This design comes from an exercise in tuning for small area, a short achievable clock period and few clock cycles on the open sky130 flow, not from production work.
In this exercise RTL edits were held to simulation tests only and were not proved equivalent to the original.

[design.v]
`timescale 1ns/100ps
module fsm(
    input  logic       clk, reset,
    input  logic [5:0] op,
    output logic       memread, memwrite, irwrite, regwrite,
    output logic       alusrca, iord, memtoreg, regdst,
    output logic [1:0] alusrcb, pcsource, aluop,
    output logic       pcwrite, pcwritecond
);
    typedef enum logic [3:0] {
        FETCH     = 4'b0000,
        DECODE    = 4'b0001,
        MEMADR    = 4'b0010,
        MEMREAD   = 4'b0011,
        MEMWRITEB = 4'b0100,
        MEMWRITE  = 4'b0101,
        EXECUTER  = 4'b0110,
        ALUWRITEB = 4'b0111,
        BRANCH    = 4'b1000,
        ADDIEXEC  = 4'b1001,
        ADDIWRITEB= 4'b1010,
        JUMP      = 4'b1011
    } state_t;
    state_t state, nextstate;
    always_ff @(posedge clk or posedge reset)
        if (reset) state <= FETCH;
        else       state <= nextstate;
    always_comb begin
        case (state)
            FETCH:      nextstate = DECODE;
            DECODE:     case (op)
                            6'b100011: nextstate = MEMADR;  
                            6'b101011: nextstate = MEMADR;  
                            6'b000000: nextstate = EXECUTER;  
                            6'b000100: nextstate = BRANCH;  
                            6'b001000: nextstate = ADDIEXEC;  
                            6'b000010: nextstate = JUMP;  
                            default:   nextstate = FETCH;
                        endcase
            MEMADR:     case (op)
                            6'b100011: nextstate = MEMREAD;
                            6'b101011: nextstate = MEMWRITE;
                            default:   nextstate = FETCH;
                        endcase
            MEMREAD:    nextstate = MEMWRITEB;
            MEMWRITEB:  nextstate = FETCH;
            MEMWRITE:   nextstate = FETCH;
            EXECUTER:   nextstate = ALUWRITEB;
            ALUWRITEB:  nextstate = FETCH;
            BRANCH:     nextstate = FETCH;
            ADDIEXEC:   nextstate = ADDIWRITEB;
            ADDIWRITEB: nextstate = FETCH;
            JUMP:       nextstate = FETCH;
            default:    nextstate = FETCH;
        endcase
    end
    always_comb begin
        {pcwrite, pcwritecond, iord, memread, memwrite, irwrite, memtoreg, pcsource, aluop, alusrcb, alusrca, regwrite, regdst} = 15'b0;
        case (state)
            FETCH: begin
                memread = 1;
                irwrite = 1;
                alusrcb = 2'b01;  
                pcwrite = 1;
            end
            DECODE: begin
                alusrcb = 2'b11;  
            end
            MEMADR: begin
                alusrca = 1;
                alusrcb = 2'b10;  
            end
            MEMREAD: begin
                memread = 1;
                iord = 1;
            end
            MEMWRITEB: begin
                regwrite = 1;
                memtoreg = 1;
            end
            MEMWRITE: begin
                memwrite = 1;
                iord = 1;
            end
            EXECUTER: begin
                alusrca = 1;
                aluop = 2'b10;
            end
            ALUWRITEB: begin
                regwrite = 1;
                regdst = 1;
            end
            BRANCH: begin
                alusrca = 1;
                aluop = 2'b01;
                pcwritecond = 1;
                pcsource = 2'b01;
            end
            ADDIEXEC: begin
                alusrca = 1;
                alusrcb = 2'b10;
            end
            ADDIWRITEB: begin
                regwrite = 1;
            end
            JUMP: begin
                pcwrite = 1;
                pcsource = 2'b10;
            end
        endcase
    end
endmodule
`timescale 1ns/100ps
module aludec
    #(parameter n = 32)(
    input  logic [5:0] funct,
    input  logic [1:0] aluop,
    output logic [3:0] alucontrol);
    always @*
    begin
        case(aluop)
        2'b00: alucontrol <= 4'b0010;   
        2'b01: alucontrol <= 4'b0110;   
        default:
            case(funct)
                6'b100000: alucontrol <= 4'b0010;  
                6'b100010: alucontrol <= 4'b0110;  
                6'b100100: alucontrol <= 4'b0000;  
                6'b100101: alucontrol <= 4'b0001;  
                6'b100111: alucontrol <= 4'b0011;  
                6'b101010: alucontrol <= 4'b0111;  
                6'b011000: alucontrol <= 4'b1000;  
                6'b011010: alucontrol <= 4'b1001;  
                6'b010010: alucontrol <= 4'b0100;  
                6'b010000: alucontrol <= 4'b0101;  
                default:   alucontrol <= 4'bxxxx;  
            endcase
        endcase
    end
endmodule
`timescale 1ns/100ps
module controller
    #(parameter n = 32)(
    input  logic       clk, reset,
    input  logic [5:0] op, funct,
    input  logic       zero,
    output logic       memread, memwrite, irwrite, regwrite,
    output logic       alusrca, iord, memtoreg, regdst,
    output logic [1:0] alusrcb, pcsource,
    output logic [3:0] alucontrol,
    output logic       pcen
);
    logic [1:0] aluop;
    logic       pcwrite, pcwritecond;
    fsm fsm(clk, reset, op, memread, memwrite, irwrite, regwrite, 
            alusrca, iord, memtoreg, regdst, alusrcb, pcsource, aluop, 
            pcwrite, pcwritecond);
    aludec ad(funct, aluop, alucontrol);
    assign pcen = pcwrite | (pcwritecond & zero);
endmodule
`timescale 1ns/100ps
module regfile
    #(parameter n = 32, parameter r = 5)(
    input  logic        clk, 
    input  logic        we3, 
    input  logic [(r-1):0]  ra1, ra2, wa3, 
    input  logic [(n-1):0] wd3, 
    output logic [(n-1):0] rd1, rd2
    );
    logic [(n-1):0] rf[(2**5-1):0];
    always @(posedge clk)
        if (we3 && wa3 != 0) rf[wa3] <= wd3;	
    assign rd1 = (ra1 != 0) ? rf[ra1] : 0;
    assign rd2 = (ra2 != 0) ? rf[ra2] : 0;
endmodule
`timescale 1ns/100ps
module alu
    #(parameter n = 32)(
    input  logic        clk,
    input  logic [(n-1):0] a, b,
    input  logic [3:0]  alucontrol,
    output logic [(n-1):0] result,
    output logic        zero
);
    logic [(n-1):0] condinvb, sumSlt;
    logic [(2*n-1):0] HiLo;
    assign zero = (result == {n{1'b0}});  
    assign condinvb = alucontrol[2] ? ~b : b;
    assign sumSlt = a + condinvb + alucontrol[2];  
    always @(*) begin
        case (alucontrol)
            4'b0000: result = a & b;              
            4'b0001: result = a | b;              
            4'b0010: result = a + b;              
            4'b0011: result = ~(a | b);           
            4'b0100: result = HiLo[(n-1):0];      
            4'b0101: result = HiLo[(2*n-1):n];    
            4'b0110: result = sumSlt;             
            4'b0111: begin                        
                                if (a[31] != b[31])
                                        if (a[31] > b[31])
                                                result = 1;
                                        else
                                                result = 0;
                                else
                                        if (a < b)
                                                result = 1;
                                        else
                                                result = 0;
            end
            default: result = {n{1'bx}};          
        endcase
    end
    always @(negedge clk) begin
        case (alucontrol)
            4'b1000: HiLo = a * b;  
            4'b1001:  
            begin
                HiLo[(n-1):0] = (b == 0) ? {n{1'b1}} : a / b;
                HiLo[(2*n-1):n] = (b == 0) ? a : a % b;
            end
        endcase
    end
endmodule
`timescale 1ns/100ps
module dff
    #(parameter n = 32)(
    input  logic CLOCK, RESET,
    input  logic [(n-1):0] D,
    output logic [(n-1):0] Q
);
    always @(posedge CLOCK, posedge RESET)
    begin
        if (RESET)
        begin
            Q <= 0;
        end
        else
        begin
            Q <= D;
        end
    end
endmodule
module flopenr #(parameter n = 32) (
    input  logic             clk,
    input  logic             reset,
    input  logic             en,
    input  logic [(n-1):0] d,
    output logic [(n-1):0] q
);
    always_ff @(posedge clk or posedge reset) begin
        if (reset) begin
            q <= {n{1'b0}};
        end else if (en) begin
            q <= d;
        end
    end
endmodule
`timescale 1ns/100ps
module mux2
    #(parameter n = 32)(
    input  logic [(n-1):0] D0, D1,
    input  logic S,
    output logic [(n-1):0] Y
);
    assign Y = S ? D1 : D0;
endmodule
module mux3 #(parameter n = 32) (
    input  logic [(n-1):0] d0, d1, d2,
    input  logic [1:0]       s,
    output logic [(n-1):0] y
);
    always_comb begin
        case (s)
            2'b00: y = d0;
            2'b01: y = d1;
            2'b10: y = d2;
            default: y = {n{1'bx}};
        endcase
    end
endmodule
module mux4 #(parameter n = 32) (
    input  logic [(n-1):0] d0, d1, d2, d3,
    input  logic [1:0]       s,
    output logic [(n-1):0] y
);
    always_comb begin
        case (s)
            2'b00: y = d0;
            2'b01: y = d1;
            2'b10: y = d2;
            2'b11: y = d3;
        endcase
    end
endmodule
`timescale 1ns/100ps
module signext
    #(parameter n = 32, i = 16)(
    input  logic [(i-1):0] A,
    output logic [(n-1):0] Y
);
    assign Y = { {n{A[(i-1)]}}, A};  
endmodule
`timescale 1ns/100ps
module sl2
    #(parameter n = 32)(
    input  logic [(n-1):0] A,
    output logic [(n-1):0] Y
);
    assign Y = {A[(n-3):0], 2'b00};
endmodule
`timescale 1ns/100ps
module datapath
    #(parameter n = 32)(
    input  logic        clk, reset,
    input  logic        pcen, irwrite, regwrite,
    input  logic        alusrca, iord, memtoreg, regdst,
    input  logic [1:0]  alusrcb, pcsource,
    input  logic [3:0]  alucontrol,
    output logic        zero,
    output logic [5:0]  op, funct,
    output logic [(n-1):0] adr, writedata,
    input  logic [(n-1):0] readdata
);
    logic [(n-1):0] pc, ir, mdr, a, b, aluout;
    logic [(n-1):0] pcnext;
    logic [(n-1):0] rd1, rd2;
    logic [(n-1):0] signimm, signimmsh;
    logic [(n-1):0] srca, srcb;
    logic [(n-1):0] aluresult;
    logic [4:0]     writereg;
    logic [(n-1):0] result;
    flopenr #(n) pcreg(clk, reset, pcen, pcnext, pc);
    mux2 #(n)    adrmux(pc, aluout, iord, adr);
    flopenr #(n) irreg(clk, reset, irwrite, readdata, ir);
    dff #(n)     mdrreg(clk, reset, readdata, mdr);
    assign op = ir[31:26];
    assign funct = ir[5:0];
    mux2 #(5)   wrmux(ir[20:16], ir[15:11], regdst, writereg);
    mux2 #(n)   resmux(aluout, mdr, memtoreg, result);
    regfile     rf(clk, regwrite, ir[25:21], ir[20:16], writereg, result, rd1, rd2);
    dff #(n)    areg(clk, reset, rd1, a);
    dff #(n)    breg(clk, reset, rd2, b);
    assign writedata = b;
    signext     se(ir[15:0], signimm);
    sl2         immsh(signimm, signimmsh);
    mux2 #(n)   srcamux(pc, a, alusrca, srca);
    mux4 #(n)   srcbmux(b, 32'd4, signimm, signimmsh, alusrcb, srcb);
    alu         alu(clk, srca, srcb, alucontrol, aluresult, zero);
    dff #(n)    alureg(clk, reset, aluresult, aluout);
    mux3 #(n)   pcmux(aluresult, aluout, {pc[31:28], ir[25:0], 2'b00}, pcsource, pcnext);
endmodule
`timescale 1ns/100ps
module cpu
    #(parameter n = 32)(
    input  logic           clk, reset,
    output logic           memwrite,
    output logic [(n-1):0] adr, writedata,
    input  logic [(n-1):0] readdata
);
    logic       memread, irwrite, regwrite, alusrca, iord, memtoreg, regdst, zero, pcen;
    logic [1:0] alusrcb, pcsource;
    logic [3:0] alucontrol;
    logic [5:0] op, funct;
    controller c(clk, reset, op, funct, zero,
                 memread, memwrite, irwrite, regwrite,
                 alusrca, iord, memtoreg, regdst,
                 alusrcb, pcsource, alucontrol, pcen);
    datapath dp(clk, reset, pcen, irwrite, regwrite,
                alusrca, iord, memtoreg, regdst,
                alusrcb, pcsource, alucontrol,
                zero, op, funct, adr, writedata, readdata);
endmodule
[run.sh]
#!/bin/bash
# synth_recipe.tcl (not shown) runs the flow's synth.tcl, then flattens the netlist and writes it again
# the make line also repeats each setting of config.mk as NAME=value (left out here)
make -C /OpenROAD-flow-scripts/flow DESIGN_CONFIG=/design/flow/config.mk WORK_HOME=/design/flow/orfs CLKGATE_MAP_FILE= SYNTH_SCRIPT=/design/flow/synth_recipe.tcl finish
[config.mk]
export PLATFORM = sky130hd
export DESIGN_NAME = cpu
export DESIGN_NICKNAME = cpu
export VERILOG_FILES = /design/flow/design.v
export SDC_FILE = /design/flow/constraint.sdc
export NUM_CORES = 4
export LEC_CHECK = 0
export CAP_MARGIN = 20
export CORE_MARGIN = 2
export CORE_UTILIZATION = 40
export SLEW_MARGIN = 20
[constraint.sdc]
create_clock -name core_clock -period 160.0 [get_ports {clk}]
set_input_delay 32.0000 -clock core_clock [delete_from_list [all_inputs] [get_ports {clk}]]
set_output_delay 32.0000 -clock core_clock [all_outputs]
set_load 0.01 [all_outputs]
==> results.yml <==
detailed_routing:
  wire_per_inst_um: 31.82
  wl_um: 538100
  drtPass1Iterations: 8
  num_vias: 106900
  viasPerCell: 6.322
  route.detailed.drc: 0
  drtIter0Drc: 12580
  antenna_left: 0
global_routing:
  grtUsageTotal_pct: 32.67
  grt_max_degree: 134
  antenna_found_initial: 35
  first_global_vias: 104600
  grt_pass1_wl_um: 763600
  grt_overflow_total: 0
sta:
  layout_setup_ws_ps: 4069
  final-hold-violation-count: 0
  setup_violations: 0
  finalClockSkew_ps: 125.8
  drv_slew: 0
  max-slew-margin-rel_pct: 14.01
  tightest_slew_ps: 1280
  rsz0062_at_grt: "false"
floorplan:
  die_w_um: 568.5
  die_y_um: 568.5
  core_sq_um: 317500
  io_pins: 99
  die_area_sq_um: 323200
  initial_utilization_pct: 40.14
  core.rowCount: 207
hold_path:
  hp-start: "dp.irreg.q[31]$_DFFE_PP0P_"
  worstHoldPathCells: 2
  hold_path.class: "flop to flop"
  min_to: "dp.irreg.q[31]$_DFFE_PP0P_"
critical_path:
  cp-end-kind: "flop"
  crit_top_cell: "ha_1"
  cp_data_arrival_time_ps: 76500
  regToRegEndpoint: "dp.alu.HiLo[38]$_DFFE_NP_"
  startpoint_type: "flop"
  r2r-start: "dp.breg.Q[30]$_DFF_PP0_"
  slowest_stage: "or4_1"
  reg2reg_slack_ps: 4070
  crit_fanout: 38
  cp.required_ps: 80570
  critPathKind: "flop to flop"
  cp_slowest_stage_delay_ps: 720
  r2r.worst_path.cells: 305
cts:
  clockRootBuffer: "clkbuf_16"
  cts-buffers-inserted: 146
  clk-insertion-delay-late_ps: 880
  ctsHtreeMaxLevel: 4
  cts_tree: "yes"
  path_clk_slew_ps: 60
  cts_buffer_depth: 4
  numClockSinks: 1284
synthesis:
  synth.distinct_cells: 115
  seq_area_frac_synth_pct: 29.48
  synth.area.top_cells: "edfxtp_1 26%, fa_1 14%, ha_1 9.1%, mux4_2 8.6%, nand2_1 4.4%"
  netlist_area_sq_um: 127400
  synth_edf_count: 1088
  async_flop_share_pct: 15.26
  synth_top_area_cell: "edfxtp_1"
  synth_top_area_share_pct: 25.63
  ys.flop_type: "edfxtp_1"
  syn_inst: 12490
  ys_seq_elements: 1284
  yosys_warnings: 8
  syn_area_per_cell_sq_um: 10.21
finish:
  utilization_pct: 44.25
  layout_common_cells: "1,487 x nand2_1, 1,265 x inv_1, 1,088 x edfxtp_1, 924 x ha_1, 899 x fa_1"
  area_delta_synth_final_pct: 10.26
  fin_cells: 16910
  design_area_sq_um: 140500
  drive_above_1_share_pct: 13.46
  fin_nets: 14470
  layout_commonest_cell: "nand2_1"
place:
  gp_congestion: 1.069
  placedCellCount: 16570
  port_buffers: 98
  post-place-ws_ps: -2253
  place_area_sq_um: 135100
  hpwlAfterDp_um: 386500
flow_run:
  maxCapViolations: 0
outcome:
  status: "finished clean"
-- per-stage QoR --
| stage | hold slack [ps] | TNS, ps |
|---|---|---|
| 2_1_floorplan | 451.1 | 0 |
| 3_3_place_gp | 482.5 | -40720 |
| 3_5_place_dp | 495.4 | -66740 |
| 4_1_cts | 513.9 | 0 |
| 5_1_grt | 546.1 | 0 |
| 6_report | 516.0 | 0 |
-- sequential cells by signal (all words and copies together), names as in the netlist --
register and cells:
dp.mdrreg.Q 32, dp.pcreg.q 32, dp.rf.rf 1024, dp.alu.HiLo 64
dp.irreg.q 32, dp.breg.Q 32, c.fsm.state 4, dp.areg.Q 32
dp.alureg.Q 32
-- worst max path at each step --
stage                             start                   endpoint  slack (ps)  depth (start not counted)
4_1_cts        c.fsm.state[1]$_DFF_PP0_  dp.alu.HiLo[62]$_DFFE_NP_         100                        308
3_3_place_gp   c.fsm.state[1]$_DFF_PP0_  dp.alu.HiLo[38]$_DFFE_NP_       -1500                        306
3_5_place_dp    dp.breg.Q[30]$_DFF_PP0_  dp.alu.HiLo[32]$_DFFE_NP_       -2250                        303
2_1_floorplan  c.fsm.state[1]$_DFF_PP0_  dp.alu.HiLo[62]$_DFFE_NP_        4600                        325
6_report        dp.breg.Q[30]$_DFF_PP0_  dp.alu.HiLo[38]$_DFFE_NP_        4070                        305
5_1_grt        c.fsm.state[1]$_DFF_PP0_  dp.alu.HiLo[62]$_DFFE_NP_           5                        312
-- what timing repair did --
| action | in CTS | in global routing |
|---|---|---|
| pin swaps | 1 | 7 |
| setup buffers | 2 | 6 |
| endpoints found under the setup margin | 33 | 34 |
| resized for setup | 21 | 99 |
| gates cloned | 1 | 1 |
| hold buffers | 0 | 0 |
-- critical path, delay by kind of cell (launching register included) --
| family | cells | cell delay (ps) |
|---|---|---|
| compound gates | 150 | 35050 |
| simple gates | 79 | 20120 |
| fa+ha+maj | 31 | 9820 |
| buf+inv | 36 | 6930 |
| mux | 8 | 2960 |
| flops | 1 | 370 |
| xor+xnor | 1 | 180 |
-- synth_stat cells, types with 29 or more instances --
master	n
xor2_1	173
a221oi_1	65
a211o_1	53
a21boi_0	36
mux2i_1	232
nor3_1	222
a21oi_1	620
and3_1	61
nand3_1	163
fa_1	899
mux4_2	484
o21bai_1	59
o21a_1	141
o221ai_1	79
mux2_2	271
xnor2_1	320
nor4_1	41
o31ai_1	57
a31oi_1	103
nand2b_1	79
buf_1	133
inv_1	1217
o211ai_1	93
ha_1	926
dfrtp_1	196
a21o_1	234
nand2_1	1495
a211oi_1	80
o21ai_0	450
and2_1	61
nand4_1	49
or2_2	57
a22oi_1	47
clkbuf_1	459
o22ai_1	85
or3_1	91
o21ai_1	29
nor2b_1	81
edfxtp_1	1088
nor2_1	939
-- cells by family (layout without fill, tap and decap cells) --
logic type / count (synthesis) / count (layout) / synth area share, %
simple gates: 3472 / 3472 / 12.14
compound gates: 2553 / 2555 / 13.42
buf+inv: 1869 / 2063 / 5.541
fa+ha+maj: 1825 / 1825 / 23.21
flops: 1284 / 1284 / 29.48
mux: 991 / 991 / 12.81
xor+xnor: 493 / 493 / 3.388
other cells: 1 / 51 / 0.002942
-- layer usage --
metal / GRT usage, % / up-vias / wire [um]
li1: - / 45000 / -
met1: 40.13 / 53610 / 197100
met2: 49.93 / 6504 / 234400
met3: 8.600 / 1780 / 59430
met4: 23.15 / 32 / 46850
met5: 0 / - / 269
-- area by class of cell --
type / instances / area, sq um
timing repair buffer: 498 / 4163
clock inverter: 128 / 864.6
inverter: 1246 / 4684
sequential: 1284 / 37610
fill: 30220 / 177000
antenna: 19 / 47.55
multi-input combinational: 9368 / 84020
tap: 4180 / 5230
clock buffer: 191 / 3902
Testbench counts, summed over its fixed seeds: cycles 177,782.
